This is an optimization exercise on Yosys and OpenROAD, whose aim is small area, not a production implementation. The RTL was checked by simulation tests, not by an equivalence proof against the original design. No driver is modelled on the clock port, so clock power and skew are understated where the tree is cut down; a real chip needs a root buffer or a tree. Power is estimated from default activity; no workload was simulated.

## wave_wrapper
module wave_wrapper(
 input clk,
 input rst,
 input enable,
 input [2:0] wave_in_wrapper,
 input [2:0] amp_wrapper,
 input [1:0] dc_wrapper,
 input [1:0] sel_f_wrapper,
 input [1:0] noise_sel,
 input [2:0] noise_amp,
 output [23:0] wave_out
);
export LEC_CHECK = 0
export ABC_AREA = 1
export CAP_MARGIN = 20
export CORE_MARGIN = 2
export CORE_UTILIZATION = 50
export GPL_TIMING_DRIVEN = 0
export SLEW_MARGIN = 10
create_clock -name core_clock -period 10.0 [get_ports {clk}]
standard.sh (not shown) runs the stock make flow with config.mk's settings and CLKGATE_MAP_FILE= SYNTH_SCRIPT=/design/flow/synth_recipe.tcl, a recipe that flattens the netlist after the stock synthesis.
==> flow/flow/run.sh <==
#!/bin/bash
# Layout flow: the standard ORFS flow (standard.sh) with these changes,
# made in copies of the ORFS scripts:
#  - synthesis uses flow/abc_area.script as its ABC script (ABC's &deepsyn
#    and area-oriented mapping of the logic between the registers; the
#    registers are the standard synthesis's, untouched).  &deepsyn is
#    randomised: synthesis runs once per seed (NSYN seeds, in parallel, each
#    in its own work folder syn_<seed>/) and the smallest netlist is kept;
#  - port buffers use the smallest buffer cell;
#  - the clock tree is built by flow/clock_tree.tcl (four clock buffers,
#    each driving one quarter of the flip-flops) in place of TritonCTS; the
#    rest of the CTS step (timing repair, legalisation) is ORFS's.
# Each make's output goes to a log in this folder (synth_<seed>.log,
# flow_make.log); each ORFS step logs to <work folder>/logs/.
set -euo pipefail
here=$(pwd)
NSYN=4
prep_scripts() {
  rm -rf "$1"
  cp -r "$FLOW_HOME/scripts" "$1"
  sed "s/@SEED@/$2/" "$here/flow/abc_area.script" > "$1/abc_area.script"
  cp "$here/flow/clock_tree.tcl" "$1/clock_tree.tcl"
  grep -q 'log_cmd clock_tree_synthesis {\*}$cts_args' "$1/cts.tcl"
  sed -i 's|log_cmd clock_tree_synthesis {\*}$cts_args|source $::env(SCRIPTS_DIR)/clock_tree.tcl|' "$1/cts.tcl"
}
pids=()
for s in $(seq 1 $NSYN); do
  prep_scripts "$here/scripts_$s" "$s"
  bash standard.sh WORK_HOME="$here/syn_$s" SCRIPTS_DIR="$here/scripts_$s" synth \
    > "$here/synth_$s.log" 2>&1 &
  pids+=($!)
done
for p in "${pids[@]}"; do wait "$p" || true; done
best=""; best_area=""
for s in $(seq 1 $NSYN); do
  rpt="$here/syn_$s/reports/$FLOW_PLATFORM/wave_wrapper/base/synth_stat.txt"
  [[ -f "$here/syn_$s/results/$FLOW_PLATFORM/wave_wrapper/base/1_synth.odb" && -f "$rpt" ]] || continue
  a=$(sed -n "s/.*Chip area for module.*: \([0-9.]*\).*/\1/p" "$rpt" | tail -1)
  echo "seed $s: synthesis area $a" | tee -a "$here/synth_choice.log"
  if [[ -z "$best" ]] || awk -v a="$a" -v b="$best_area" 'BEGIN{exit !(a < b)}'; then
    best=$s; best_area=$a
  fi
done
[[ -n "$best" ]]
echo "kept seed $best ($best_area)" | tee -a "$here/synth_choice.log"
mkdir -p "$here/orfs"
cp -a "$here/syn_$best/." "$here/orfs/"
bash standard.sh SCRIPTS_DIR="$here/scripts_$best" \
  "BUFFER_PORTS_ARGS=-buffer_cell sky130_fd_sc_hd__buf_1" \
  finish > "$here/flow_make.log" 2>&1
Other scripts of this flow, unchanged in this note and not shown: flow/flow/abc_area.script, flow/flow/clock_tree.tcl
The baseline produced a clean layout.
Change:
CORE_UTILIZATION = 60   (was 50)
SLEW_MARGIN = 20   (was 10)
Result:
- combinational power rose by 2.6%
- via count grows by 3.3%
- die area falls by 16%
- synthesized area stays the same
- design area goes down by 1.6%
- core utilization is higher by 11 points
- routed wire length goes down by 1.1%
- power hardly moves
- setup slack is better by 0.33 ns
Change:
--- a/flow/flow/run.sh
+++ b/flow/flow/run.sh
@@ -8,4 +8,7 @@
 #    in its own work folder syn_<seed>/) and the smallest netlist is kept;
 #  - port buffers use the smallest buffer cell;
+#  - the repairs of max slew and capacitance aim at the limits themselves
+#    (no margin) up to clock tree synthesis, and 15% below them after
+#    global routing, whose parasitics are closer to the final ones;
 #  - the clock tree is built by flow/clock_tree.tcl (four clock buffers,
 #    each driving one quarter of the flip-flops) in place of TritonCTS; the
@@ -48,3 +51,6 @@
 bash standard.sh SCRIPTS_DIR="$here/scripts_$best" \
   "BUFFER_PORTS_ARGS=-buffer_cell sky130_fd_sc_hd__buf_1" \
-  finish > "$here/flow_make.log" 2>&1
+  CAP_MARGIN=0 SLEW_MARGIN=0 cts > "$here/flow_make.log" 2>&1
+bash standard.sh SCRIPTS_DIR="$here/scripts_$best" \
+  "BUFFER_PORTS_ARGS=-buffer_cell sky130_fd_sc_hd__buf_1" \
+  CAP_MARGIN=15 SLEW_MARGIN=15 finish >> "$here/flow_make.log" 2>&1
Effect:
- register-to-register slack got worse by 0.04 ns
- via count shrinks by 1.0%
- routed wire length shrinks by 1.4%
- first-iteration DRC count shrinks by 5.1%
- sequential power barely changes
- clock power barely changes
- sequential cell count does not change
- global-route usage stays flat
- hold slack got worse by 0.0046 ns
- synthesized cell count stays the same
- power stays flat
Change:
CORE_UTILIZATION = 65   (was 60)
Combinational power climbs by 4.3%.
Register-to-register slack is worse by 0.17 ns.
Wire length rose by 5.9%.
Critical path depth rises by 1.
No run of this note takes its clock network from TritonCTS; it comes from the design's own scripts or RTL.

==> static timing again, ports no longer ideal <==
In the flow no input, the clock included, has a driving cell. The finished layouts below were timed again as built, in two steps.
Step 1 sets driving cells, clkbuf_16 on the clock port and buf_2 on the other inputs (assumed; they add their load-dependent delay and slew).
Step 2 times the ports against the registers' clock, not the clock port: input delays grow and output delays shrink by t, the midpoint of the rising clock arrivals with the driver on.
Slacks: ideal / step 1 / step 2; pairs: ideal / step 1.
| run | t (ns) | setup WS [ns] | latest minus earliest clock arrival (ns) | slew at the worst register clock pin (ns) | worst slew at a driven data input, ns |
|---|---|---|---|---|---|
| the first run | 0.239 | 0.278 / 0.278 / 0.278 | 0.012 / 0.012 | 0.11 / 0.11 | 0.04 |
| the second run | 0.238 | 0.604 / 0.604 / 0.604 | 0.011 / 0.011 | 0.10 / 0.10 | 0.05 |
| the third run | 0.239 | 0.562 / 0.562 / 0.562 | 0.009 / 0.009 | 0.10 / 0.10 | 0.04 |
| the fourth run | 0.240 | 0.395 / 0.395 / 0.395 | 0.009 / 0.009 | 0.10 / 0.10 | 0.04 |
After both steps every run listed still meets setup and hold.
